This is an optimization exercise on Yosys and OpenROAD, whose aim is small area, not a production implementation. In this exercise RTL edits were held to simulation tests only and were not proved equivalent to the original. Power is estimated from default activity; no workload was simulated.

==> run H <==
Design ssl, start of the top module:
module ssl(clk, erst, din, dIdA, dIdB, dIdC, dSsA);
    input clk;
    input erst;
    input [3:0] din;
    output [6:0] dIdA;
    output [6:0] dIdB;
    output [6:0] dIdC;
    output [20:0] dSsA;
    wire rst;
    wire ena;
    wire [6:0] cntin;
    wire [3:0] dline;
    wire [127:0] dinRef;
    reg ph;
    reg valid0, valid1;
    rst_synch #(4, 2) rstSynchInst (
        .clk (clk),
        .erst (erst),
        .rst (rst),
        .ena (ena)
    );
    counter #(128) counterInst (
        .clk (clk),
        .rst (rst),
        .ena (ena),
        .dout (cntin)
    );
    input_buff inputBuffInst (
        .din (din),
        .clk (clk),
        .rst (rst),
        .ena (ena),
        .dout (dline)
    );
    always @ (posedge clk or negedge rst) begin
        if (!rst) begin
            ph <= 1'b0;
            valid0 <= 1'b0;
            valid1 <= 1'b0;
        end
        else if (cntin == 7'd127) begin
            ph <= ~ph;
            valid0 <= 1'b1;
            valid1 <= valid0;
        end
    end
  ...
==> flow/config.mk <==
export PLATFORM = sky130hd
export DESIGN_NAME = ssl
export DESIGN_NICKNAME = ssl
export VERILOG_FILES = /design/flow/design.v
export SDC_FILE = /design/flow/constraint.sdc
export NUM_CORES = 4
export LEC_CHECK = 0
export CAP_MARGIN = 20
export CORE_MARGIN = 2
export CORE_UTILIZATION = 50
export SLEW_MARGIN = 20
export SYNTH_HIERARCHICAL = 1
export SYNTH_MINIMUM_KEEP_SIZE = 0
==> flow/constraint.sdc <==
create_clock -name core_clock -period 15.0 [get_ports {clk}]
set_input_delay 3.0000 -clock core_clock [delete_from_list [all_inputs] [get_ports {clk}]]
set_output_delay 3.0000 -clock core_clock [all_outputs]
set_load 0.01 [all_outputs]
standard.sh (not shown) runs the stock make flow with config.mk's settings and CLKGATE_MAP_FILE= SYNTH_SCRIPT=/design/flow/synth_recipe.tcl, a recipe that flattens the netlist after the stock synthesis.
==> flow/flow/run.sh <==
#!/bin/bash
# Own layout flow: the standard synthesis, then the standard ORFS layout
# with these changes (settings in flow/knobs.sh):
#  * combinational cells in the synthesized netlist start at their smallest
#    drive strength (downsize.py); repair_design and repair_timing size up
#    whatever needs it;
#  * floorplan removes synthesis buffers instead of sizing on wire-load
#    estimates (REMOVE_ABC_BUFFERS);
#  * the port buffers are the smallest buffer cell;
#  * CTS uses the clock buffer and clustering in knobs.sh and no dummy loads.
set -euo pipefail
R=orfs/results/${FLOW_PLATFORM}/ssl/base
source flow/knobs.sh

bash standard.sh synth > synth.log 2>&1
cp $R/1_2_yosys.v synth_netlist.v
python3 flow/downsize.py $R/1_2_yosys.v > downsize.log 2>&1

CTS="-sink_clustering_enable -repair_clock_nets -dont_use_dummy_load"
CTS="$CTS -buf_list $CTS_BUF $CTS_EXTRA"
bash standard.sh REMOVE_ABC_BUFFERS=1 "CTS_ARGS=$CTS" \
    "BUFFER_PORTS_ARGS=-buffer_cell sky130_fd_sc_hd__buf_1" \
    $EXTRA_VARS finish > layout.log 2>&1
Other scripts of this flow, unchanged in this note and not shown: flow/flow/downsize.py, flow/flow/knobs.sh
==> inputs of run C, as changes to run H <==
- CORE_UTILIZATION: 50 -> 65
==> summary.md <==
| Metric | Value |
|---|---|
| CP Cell Sequence | `buf_4 > buf_4 > o221ai_1 > fa_1 > fa_1 > fa_1 > fa_1 > fa_1 > fa_1 > fa_1 > fa_1 > fa_1 > fa_1 > ha_1 > ha_1 > ha_1 > a21o_1 > a211oi_1 > a2bb2oi_1 > buf_4` |
| Cell depth of the worst flop-to-flop path | `20` |
| Final instance area | `0.04109 mm2` |
| Starting density of the core | `50.68%` |
| Total half-perimeter wirelength after legalization and detailed placement | `59570 um` |
| Overall power | `0.005547 W` |
| Run status | `timing/DRC/antenna clean` |
| Critical R2R Capture | `procArrayB.best[7]$_DFFE_PP_` |
| Worst-path fanout max | `103` |
| Die Span X | `282.2 um` |
# the run above: run H

==> summary.md <==
| Metric | Value |
|---|---|
| Run status | `timing/DRC/antenna clean` |
| Overall power | `0.005567 W` |
| Critical R2R Capture | `procArrayB.bestId[5]$_DFFE_PP_` |
| Die Span X | `248.0 um` |
| CP Cell Sequence | `buf_12 > inv_8 > buf_12 > o221ai_1 > fa_1 > fa_1 > fa_1 > fa_1 > fa_1 > fa_1 > fa_1 > fa_1 > fa_1 > fa_1 > ha_1 > ha_1 > ha_1 > a21o_1 > a211oi_1 > a2bb2oi_2 > buf_4` |
| Worst-path fanout max | `208` |
| Cell depth of the worst flop-to-flop path | `21` |
# the run above: run C


==> job 8987: inputs <==
Another version of the RTL of ssl (not shown whole).
==> module counter, before the edit <==
module counter(clk, rst, ena, dout);
    parameter NDATA = 128;
    localparam NDATA_LOG = $clog2(NDATA);
    input clk;
    input rst;
    input ena;
    output reg [NDATA_LOG-1:0] dout;
    wire [NDATA_LOG-1:0] dout_next;
    assign dout_next = dout + {{(NDATA_LOG-1){1'd0}}, 1'd1};
    always @ (posedge clk or negedge rst) begin
        if (!rst)
            dout <= {NDATA_LOG{1'd0}};
        else
            if (!ena)
                dout <= dout_next;
    end
endmodule
==> module input_buff, before the edit <==
module input_buff(din, clk, rst, ena, dout);
    input [3:0] din;
    input clk;
    input rst;
    input ena;
    output [3:0] dout;
    reg [7:0] dinBuff;
    assign dout = dinBuff[7:4];
    always @ (posedge clk or negedge rst) begin
        if (!rst)
            dinBuff <= 8'd0;
        else if (!ena) begin
            dinBuff[7:4] <= dinBuff[3:0];
            dinBuff[3:0] <= din;
        end
    end
endmodule
==> module proc_array, before the edit <==
module proc_array(dinRef, din, clk, rst, ph, phn, first, inwin, lag, cnt0,
                  valid, dout);
    input [127:0] dinRef;
    input din;
    input clk;
    input rst;
    input ph;
    input phn;
    input first;         
    input inwin;         
    input [6:0] lag;     
    input cnt0;          
    input valid;         
    output reg [6:0] dout;
    wire [127:0] dinSigA;
    wire [127:0] dinSigB;
    wire [7:0] score;
    reg [7:0] best;
    reg [6:0] bestId;
    serial_buff serialBuffInst (
        .din (din),
        .clk (clk),
        .ph (ph),
        .doutA (dinSigA),
        .doutB (dinSigB)
    );
    xcorr_proc xcorrProcInst (
        .dinA (dinRef),
        .dinB0 (dinSigB),
        .dinB1 (dinSigA),
        .sel (ph),
        .seln (phn),
        .dout (score)
    );
    always @ (posedge clk) begin
        if (first | (inwin & (score < best))) begin
            best <= score;
            bestId <= lag;
        end
    end
    always @ (posedge clk or negedge rst) begin
        if (!rst)
            dout <= 7'd0;
        else if (cnt0)
            dout <= valid ? bestId : 7'd0;
    end
endmodule
==> module ssl, before the edit <==
module ssl(clk, erst, din, dIdA, dIdB, dIdC, dSsA);
    input clk;
    input erst;
    input [3:0] din;
    output [6:0] dIdA;
    output [6:0] dIdB;
    output [6:0] dIdC;
    output [20:0] dSsA;
    wire rst;
    wire ena;
    wire [6:0] cntin;
    wire [3:0] dline;
    wire [127:0] dinRef;
    reg ph;
    reg valid0, valid1;
    rst_synch #(4, 2) rstSynchInst (
        .clk (clk),
        .erst (erst),
        .rst (rst),
        .ena (ena)
    );
    counter #(128) counterInst (
        .clk (clk),
        .rst (rst),
        .ena (ena),
        .dout (cntin)
    );
    input_buff inputBuffInst (
        .din (din),
        .clk (clk),
        .rst (rst),
        .ena (ena),
        .dout (dline)
    );
    always @ (posedge clk or negedge rst) begin
        if (!rst) begin
            ph <= 1'b0;
            valid0 <= 1'b0;
            valid1 <= 1'b0;
        end
        else if (cntin == 7'd127) begin
            ph <= ~ph;
            valid0 <= 1'b1;
            valid1 <= valid0;
        end
    end
    wire cnt0 = (cntin == 7'd0);
    wire first = (cntin == 7'd1);
    wire inwin = (cntin != 7'd0) && (cntin < 7'd125);
    wire [6:0] lag = cntin - 7'd1;
    shift_reg refInst (
        .din (dline[0]),
        .clk (clk),
        .load (cnt0),
        .dout (dinRef)
    );
    proc_array procArrayA (
        .dinRef (dinRef), .din (dline[1]), .clk (clk), .rst (rst),
        .ph (ph), .phn (~ph), .first (first), .inwin (inwin), .lag (lag),
        .cnt0 (cnt0), .valid (valid1), .dout (dIdA)
    );
    proc_array procArrayB (
        .dinRef (dinRef), .din (dline[2]), .clk (clk), .rst (rst),
        .ph (ph), .phn (~ph), .first (first), .inwin (inwin), .lag (lag),
        .cnt0 (cnt0), .valid (valid1), .dout (dIdB)
    );
    proc_array procArrayC (
        .dinRef (dinRef), .din (dline[3]), .clk (clk), .rst (rst),
        .ph (ph), .phn (~ph), .first (first), .inwin (inwin), .lag (lag),
        .cnt0 (cnt0), .valid (valid1), .dout (dIdC)
    );
    output_proc outputProcA (
        .din (dIdA),
        .clk (clk),
        .rst (rst),
        .load (cntin == 7'd4),
        .dout (dSsA)
    );
endmodule
export LEC_CHECK = 0
export CAP_MARGIN = 20
export CORE_MARGIN = 2
export CORE_UTILIZATION = 65
export SLEW_MARGIN = 20
export SYNTH_HIERARCHICAL = 1
export SYNTH_MINIMUM_KEEP_SIZE = 0
create_clock -name core_clock -period 15.0 [get_ports {clk}]
==> flow/flow/downsize.py <==
#!/usr/bin/env python3
"""Rewrite a sky130hd gate-level netlist so that every combinational cell is
the smallest drive strength of its function (same cell family, same pins).
Flip-flops, tie cells and clock cells are left alone."""
import re
import sys

LIB = '/OpenROAD-flow-scripts/flow/platforms/sky130hd/lib/sky130_fd_sc_hd__tt_025C_1v80.lib'
DONT = ('probe', 'lpflow', 'df', 'sdf', 'edf', 'dl', 'conb', 'clk', 'tap',
        'fill', 'decap', 'diode', 'mux4')


def areas():
    t = open(LIB).read()
    res = {}
    for m in re.finditer(r'\n\s*cell\s*\(\s*"?(\w+)"?\s*\)', t):
        a = re.search(r'area\s*:\s*([\d.]+)', t[m.end():m.end() + 5000])
        if a:
            res[m.group(1)] = float(a.group(1))
    return res


def main(path):
    area = areas()
    fam = {}
    for c in area:
        m = re.match(r'(sky130_fd_sc_hd__\w+?)_(\d+)$', c)
        if m:
            fam.setdefault(m.group(1), []).append(c)
    best = {}
    for base, cells in fam.items():
        if any(k in base[len('sky130_fd_sc_hd__'):] for k in DONT):
            continue
        small = min(cells, key=lambda c: (area[c], int(c.rsplit('_', 1)[1])))
        for c in cells:
            if c != small and area[c] > area[small]:
                best[c] = small
    text = open(path).read()
    count = {}

    def sub(m):
        c = m.group(1)
        if c in best:
            count[c] = count.get(c, 0) + 1
            return best[c] + m.group(2)
        return m.group(0)

    text = re.sub(r'\b(sky130_fd_sc_hd__\w+)(\s+\S+\s*\()', sub, text)
    open(path, 'w').write(text)
    for c, n in sorted(count.items()):
        print('%5d %s -> %s' % (n, c, best[c]))


if __name__ == '__main__':
    main(sys.argv[1])
==> flow/flow/knobs.sh <==
CTS_BUF=sky130_fd_sc_hd__clkbuf_4
CTS_EXTRA="-sink_clustering_size 10 -sink_clustering_max_diameter 40"
EXTRA_VARS=""
Scripts as last shown in full above: flow/flow/run.sh
==> job 360: changes against job 8987 <==
--- a/flow/design.v
+++ b/flow/design.v
@@ -20,20 +20,15 @@
 endmodule
 `timescale 1ns/100ps
 module counter(clk, rst, ena, dout);
-    parameter NDATA = 128;
-    localparam NDATA_LOG = $clog2(NDATA);
     input clk;
     input rst;
     input ena;
-    output reg [NDATA_LOG-1:0] dout;
-    wire [NDATA_LOG-1:0] dout_next;
-    assign dout_next = dout + {{(NDATA_LOG-1){1'd0}}, 1'd1};
+    output reg [6:0] dout;
     always @ (posedge clk or negedge rst) begin
         if (!rst)
-            dout <= {NDATA_LOG{1'd0}};
-        else
-            if (!ena)
-                dout <= dout_next;
+            dout <= 7'd127;
+        else if (!ena)
+            dout <= dout + 7'd1;
     end
 endmodule
 `timescale 1ns/100ps
@@ -62,21 +57,16 @@
     end
 endmodule
 `timescale 1ns/100ps
-module input_buff(din, clk, rst, ena, dout);
+module input_buff(din, clk, zero, dout);
     input [3:0] din;
     input clk;
-    input rst;
-    input ena;
+    input zero;
     output [3:0] dout;
     reg [7:0] dinBuff;
-    assign dout = dinBuff[7:4];
-    always @ (posedge clk or negedge rst) begin
-        if (!rst)
-            dinBuff <= 8'd0;
-        else if (!ena) begin
-            dinBuff[7:4] <= dinBuff[3:0];
-            dinBuff[3:0] <= din;
-        end
+    assign dout = zero ? 4'd0 : dinBuff[7:4];
+    always @ (posedge clk) begin
+        dinBuff[7:4] <= dinBuff[3:0];
+        dinBuff[3:0] <= din;
     end
 endmodule
 `timescale 1ns/100ps
@@ -511,8 +501,152 @@
     assign y = ~(a & (b1 | sn) & (b0 | s));
 endmodule
 `timescale 1ns/100ps
-module proc_array(dinRef, din, clk, rst, ph, phn, first, inwin, lag, cnt0,
-                  valid, dout);
+module proc_comp(score, best, first, inwin, upd);
+    input [7:0] score;
+    input [7:0] best;
+    input first;
+    input inwin;
+    output upd;
+    wire _00_;
+    wire _01_;
+    wire _02_;
+    wire _03_;
+    wire _04_;
+    wire _05_;
+    wire _06_;
+    wire _07_;
+    wire _08_;
+    wire _09_;
+    wire _10_;
+    wire _11_;
+    wire _12_;
+    wire _13_;
+    wire _14_;
+    wire _15_;
+    wire _16_;
+    wire _17_;
+    wire _18_;
+    wire _19_;
+    wire _20_;
+    wire _21_;
+    wire _22_;
+    wire _23_;
+    wire _24_;
+    wire _25_;
+    wire _26_;
+    wire _27_;
+    wire _28_;
+    wire _29_;
+    wire _30_;
+    wire _31_;
+    wire _32_;
+    wire _33_;
+    wire _34_;
+    wire _35_;
+    wire _36_;
+    wire _37_;
+    wire [7:0] _38_;
+    wire [7:0] _39_;
+    wire [7:0] _40_;
+    wire [7:0] _41_;
+    wire _42_;
+    wire _43_;
+    wire _44_;
+    wire _45_;
+    wire _46_;
+    wire _47_;
+    wire _48_;
+    wire _49_;
+    wire _50_;
+    wire _51_;
+    wire _52_;
+    wire _53_;
+    wire _54_;
+    wire _55_;
+    wire _56_;
+    wire _57_;
+    assign _06_ = best[6];
+    assign _05_ = best[5];
+    assign _04_ = best[4];
+    assign _03_ = best[3];
+    assign _02_ = best[2];
+    assign _01_ = best[1];
+    assign _00_ = best[0];
+    assign _33_ = score[5];
+    assign _35_ = score[7];
+    assign _31_ = score[3];
+    assign _28_ = score[0];
+    assign _29_ = score[1];
+    assign _32_ = score[4];
+    assign _30_ = score[2];
+    assign _34_ = score[6];
+    assign _07_ = best[7];
+    assign _08_ = first;
+    assign upd = _36_;
+    assign _09_ = inwin;
+    cg_clkinv g0 (.A(_35_), .Y(_10_));
+    cg_clkinv g1 (.A(_34_), .Y(_11_));
+    cg_clkinv g2 (.A(_32_), .Y(_12_));
+    cg_clkinv g3 (.A(_03_), .Y(_13_));
+    cg_clkinv g4 (.A(_01_), .Y(_14_));
+    cg_a21oi g5 (.A1(_14_), .A2(_29_), .B1(_28_), .Y(_15_));
+    cg_clkinv g6 (.A(_02_), .Y(_16_));
+    cg_o22ai g7 (.A1(_29_), .A2(_14_), .B1(_16_), .B2(_30_), .Y(_17_));
+    cg_a21oi g8 (.A1(_15_), .A2(_00_), .B1(_17_), .Y(_18_));
+    cg_a22o g9 (.A1(_13_), .A2(_31_), .B1(_16_), .B2(_30_), .X(_19_));
+    cg_o22ai g10 (.A1(_13_), .A2(_31_), .B1(_19_), .B2(_18_), .Y(_20_));
+    cg_o21ai g11 (.A1(_04_), .A2(_12_), .B1(_20_), .Y(_21_));
+    cg_clkinv g12 (.A(_33_), .Y(_22_));
+    cg_a22oi g13 (.A1(_22_), .A2(_05_), .B1(_04_), .B2(_12_), .Y(_23_));
+    cg_o22ai g14 (.A1(_06_), .A2(_11_), .B1(_05_), .B2(_22_), .Y(_24_));
+    cg_a21oi g15 (.A1(_21_), .A2(_23_), .B1(_24_), .Y(_25_));
+    cg_a221oi g16 (.A1(_06_), .A2(_11_), .B1(_10_), .B2(_07_), .C1(_25_), .Y(_26_));
+    cg_o21ai g17 (.A1(_07_), .A2(_10_), .B1(_09_), .Y(_27_));
+    cg_o21bai g18 (.A1(_27_), .A2(_26_), .B1_N(_08_), .Y(_36_));
+endmodule
+module cg_a21oi(A1, A2, B1, Y);
+    input A1, A2, B1;
+    output Y;
+    assign Y = (~(A1)&~(B1)) | (~(A2)&~(B1));
+endmodule
+module cg_a221oi(A1, A2, B1, B2, C1, Y);
+    input A1, A2, B1, B2, C1;
+    output Y;
+    assign Y = (~(A1)&~(B1)&~(C1)) | (~(A1)&~(B2)&~(C1)) | (~(A2)&~(B1)&~(C1)) | (~(A2)&~(B2)&~(C1));
+endmodule
+module cg_a22o(A1, A2, B1, B2, X);
+    input A1, A2, B1, B2;
+    output X;
+    assign X = ((B1)&(B2)) | ((A1)&(A2));
+endmodule
+module cg_a22oi(A1, A2, B1, B2, Y);
+    input A1, A2, B1, B2;
+    output Y;
+    assign Y = (~(A1)&~(B1)) | (~(A1)&~(B2)) | (~(A2)&~(B1)) | (~(A2)&~(B2));
+endmodule
+module cg_clkinv(A, Y);
+    input A;
+    output Y;
+    assign Y = (~(A));
+endmodule
+module cg_o21ai(A1, A2, B1, Y);
+    input A1, A2, B1;
+    output Y;
+    assign Y = (~(A1)&~(A2)) | (~(B1));
+endmodule
+module cg_o21bai(A1, A2, B1_N, Y);
+    input A1, A2, B1_N;
+    output Y;
+    assign Y = (~(A1)&~(A2)) | ((B1_N));
+endmodule
+module cg_o22ai(A1, A2, B1, B2, Y);
+    input A1, A2, B1, B2;
+    output Y;
+    assign Y = (~(B1)&~(B2)) | (~(A1)&~(A2));
+endmodule
+`timescale 1ns/100ps
+module proc_array(dinRef, din, clk, rst, ph, phn, first, inwin, lag, pub,
+                  hold, dout);
     input [127:0] dinRef;
     input din;
     input clk;
@@ -522,14 +656,15 @@
     input first;         
     input inwin;         
     input [6:0] lag;     
-    input cnt0;          
-    input valid;         
+    input pub;           
+    input hold;          
     output reg [6:0] dout;
     wire [127:0] dinSigA;
     wire [127:0] dinSigB;
     wire [7:0] score;
     reg [7:0] best;
     reg [6:0] bestId;
+    wire upd;
     serial_buff serialBuffInst (
         .din (din),
         .clk (clk),
@@ -545,8 +680,15 @@
         .seln (phn),
         .dout (score)
     );
+    proc_comp procCompInst (
+        .score (score),
+        .best (best),
+        .first (first),
+        .inwin (inwin),
+        .upd (upd)
+    );
     always @ (posedge clk) begin
-        if (first | (inwin & (score < best))) begin
+        if (upd) begin
             best <= score;
             bestId <= lag;
         end
@@ -554,8 +696,8 @@
     always @ (posedge clk or negedge rst) begin
         if (!rst)
             dout <= 7'd0;
-        else if (cnt0)
-            dout <= valid ? bestId : 7'd0;
+        else
+            dout <= ({7{pub}} & bestId) | ({7{hold}} & dout);
     end
 endmodule
 `timescale 1ns/100ps
@@ -1157,7 +1299,7 @@
         .rst (rst),
         .ena (ena)
     );
-    counter #(128) counterInst (
+    counter counterInst (
         .clk (clk),
         .rst (rst),
         .ena (ena),
@@ -1166,8 +1308,7 @@
     input_buff inputBuffInst (
         .din (din),
         .clk (clk),
-        .rst (rst),
-        .ena (ena),
+        .zero (~valid0 & ((cntin == 7'd127) | (cntin == 7'd0))),
         .dout (dline)
     );
     always @ (posedge clk or negedge rst) begin
@@ -1176,16 +1317,16 @@
             valid0 <= 1'b0;
             valid1 <= 1'b0;
         end
-        else if (cntin == 7'd127) begin
+        else if (cntin == 7'd126) begin
             ph <= ~ph;
             valid0 <= 1'b1;
             valid1 <= valid0;
         end
     end
-    wire cnt0 = (cntin == 7'd0);
-    wire first = (cntin == 7'd1);
-    wire inwin = (cntin != 7'd0) && (cntin < 7'd125);
-    wire [6:0] lag = cntin - 7'd1;
+    wire cnt0 = (cntin == 7'd127);
+    wire first = (cntin == 7'd0);
+    wire inwin = (cntin < 7'd124);
+    wire [6:0] lag = cntin;
     shift_reg refInst (
         .din (dline[0]),
         .clk (clk),
@@ -1195,23 +1336,23 @@
     proc_array procArrayA (
         .dinRef (dinRef), .din (dline[1]), .clk (clk), .rst (rst),
         .ph (ph), .phn (~ph), .first (first), .inwin (inwin), .lag (lag),
-        .cnt0 (cnt0), .valid (valid1), .dout (dIdA)
+        .pub (cnt0 & valid1), .hold (~cnt0), .dout (dIdA)
     );
     proc_array procArrayB (
         .dinRef (dinRef), .din (dline[2]), .clk (clk), .rst (rst),
         .ph (ph), .phn (~ph), .first (first), .inwin (inwin), .lag (lag),
-        .cnt0 (cnt0), .valid (valid1), .dout (dIdB)
+        .pub (cnt0 & valid1), .hold (~cnt0), .dout (dIdB)
     );
     proc_array procArrayC (
         .dinRef (dinRef), .din (dline[3]), .clk (clk), .rst (rst),
         .ph (ph), .phn (~ph), .first (first), .inwin (inwin), .lag (lag),
-        .cnt0 (cnt0), .valid (valid1), .dout (dIdC)
+        .pub (cnt0 & valid1), .hold (~cnt0), .dout (dIdC)
     );
     output_proc outputProcA (
         .din (dIdA),
         .clk (clk),
         .rst (rst),
-        .load (cntin == 7'd4),
+        .load (cntin == 7'd3),
         .dout (dSsA)
     );
 endmodule
==> flow/flow/knobs.sh (replaced) <==
CTS_BUF=sky130_fd_sc_hd__clkbuf_4
CTS_EXTRA="-sink_clustering_size 10 -sink_clustering_max_diameter 60"
EXTRA_VARS=""
--- a/flow/config.mk
+++ b/flow/config.mk
@@ -5,9 +5,9 @@
 export SDC_FILE = /design/flow/constraint.sdc
 export NUM_CORES = 4
 export LEC_CHECK = 0
-export CAP_MARGIN = 20
+export CAP_MARGIN = 0
 export CORE_MARGIN = 2
 export CORE_UTILIZATION = 65
-export SLEW_MARGIN = 20
+export SLEW_MARGIN = 0
 export SYNTH_HIERARCHICAL = 1
 export SYNTH_MINIMUM_KEEP_SIZE = 0
==> job 2591: changes against job 8987 <==
--- a/flow/design.v
+++ b/flow/design.v
@@ -20,20 +20,15 @@
 endmodule
 `timescale 1ns/100ps
 module counter(clk, rst, ena, dout);
-    parameter NDATA = 128;
-    localparam NDATA_LOG = $clog2(NDATA);
     input clk;
     input rst;
     input ena;
-    output reg [NDATA_LOG-1:0] dout;
-    wire [NDATA_LOG-1:0] dout_next;
-    assign dout_next = dout + {{(NDATA_LOG-1){1'd0}}, 1'd1};
+    output reg [6:0] dout;
     always @ (posedge clk or negedge rst) begin
         if (!rst)
-            dout <= {NDATA_LOG{1'd0}};
-        else
-            if (!ena)
-                dout <= dout_next;
+            dout <= 7'd127;
+        else if (!ena)
+            dout <= dout + 7'd1;
     end
 endmodule
 `timescale 1ns/100ps
@@ -1157,7 +1152,7 @@
         .rst (rst),
         .ena (ena)
     );
-    counter #(128) counterInst (
+    counter counterInst (
         .clk (clk),
         .rst (rst),
         .ena (ena),
@@ -1176,16 +1171,16 @@
             valid0 <= 1'b0;
             valid1 <= 1'b0;
         end
-        else if (cntin == 7'd127) begin
+        else if (cntin == 7'd126) begin
             ph <= ~ph;
             valid0 <= 1'b1;
             valid1 <= valid0;
         end
     end
-    wire cnt0 = (cntin == 7'd0);
-    wire first = (cntin == 7'd1);
-    wire inwin = (cntin != 7'd0) && (cntin < 7'd125);
-    wire [6:0] lag = cntin - 7'd1;
+    wire cnt0 = (cntin == 7'd127);
+    wire first = (cntin == 7'd0);
+    wire inwin = (cntin < 7'd124);
+    wire [6:0] lag = cntin;
     shift_reg refInst (
         .din (dline[0]),
         .clk (clk),
@@ -1211,7 +1206,7 @@
         .din (dIdA),
         .clk (clk),
         .rst (rst),
-        .load (cntin == 7'd4),
+        .load (cntin == 7'd3),
         .dout (dSsA)
     );
 endmodule
==> summary.txt <==
metric	job 360	job 2591	job 8987
Result of the run	finished clean	finished clean	finished clean
Crit path setup slack, layout	4.53 ns	4.56 ns	4.53 ns
Period utilisation layout	0.698	0.696	0.698
Total Routed Length	77100 µm	76900 µm	77500 µm
Worst slack after detailed placement	4.76 ns	4.75 ns	4.64 ns
Clock network power consumption	0.00127 W	0.00131 W	0.00131 W
Number of antenna repair diodes	4	3	2
DR vias	19343	19656	19771
Area of all placed cells without fillers	39300 µm²	39800 µm²	39900 µm²
Area growth from synthesis to layout	5.53%	5.60%	5.48%
Die Y	243 µm	245 µm	245 µm
Area of the core	56500 µm²	57500 µm²	57600 µm²
Global-route track usage on met2	0.424	0.419	0.415
Syn Area/Cell	16.6 µm²	16.3 µm²	16.2 µm²
Post-DR vias/cell	6.15	6.10	6.11
Tightest Pin Transition	1.30 ns	1.12 ns	1.14 ns
Dpl hpwl	56200 µm	56200 µm	56800 µm
Inverters, non-clock	59	77	80
Min Clock Period, post-route	10.47 ns	10.44 ns	10.47 ns
Sequential power	0.00332 W	0.00330 W	0.00354 W
Sequential cell area	24500 µm²	24500 µm²	24500 µm²
Layout cells sized above 1	0.0688	0.0697	0.0656
Initial Util	0.659	0.656	0.657
Die width	243 µm	245 µm	245 µm
Endpoint of the worst register-to-register path	procArrayB.bestId[5]	procArrayA.bestId[5]	procArrayC.best[6]

## what the ideal ports hide
The results above use ideal ports. As a check the final layouts listed here were re-extracted and re-timed, cells and wires unchanged. Step 1: set_driving_cell puts a clkbuf_16 on clk and a buf_2 on each other input, an assumption about the parent block. Step 2, shift: input delay + t, output delay - t, t = (earliest + latest rising clock arrival at the registers) / 2. This alone moves slack from input paths to output paths. Slacks: ideal ports / drivers / drivers and shift; pairs: ideal ports / drivers.
run	t, ns	setup WS [ns]	slew at the worst register clock pin (ns)
run H	1.024	4.550 / 4.550 / 4.550	0.12 / 0.12
run C	1.016	4.296 / 4.296 / 4.296	0.12 / 0.12
job 8987	1.004	4.533 / 4.533 / 4.533	0.11 / 0.11
job 360	1.002	4.531 / 4.531 / 4.531	0.11 / 0.11
job 2591	0.971	4.557 / 4.557 / 4.557	0.11 / 0.11
After both steps every run listed still meets setup and hold.
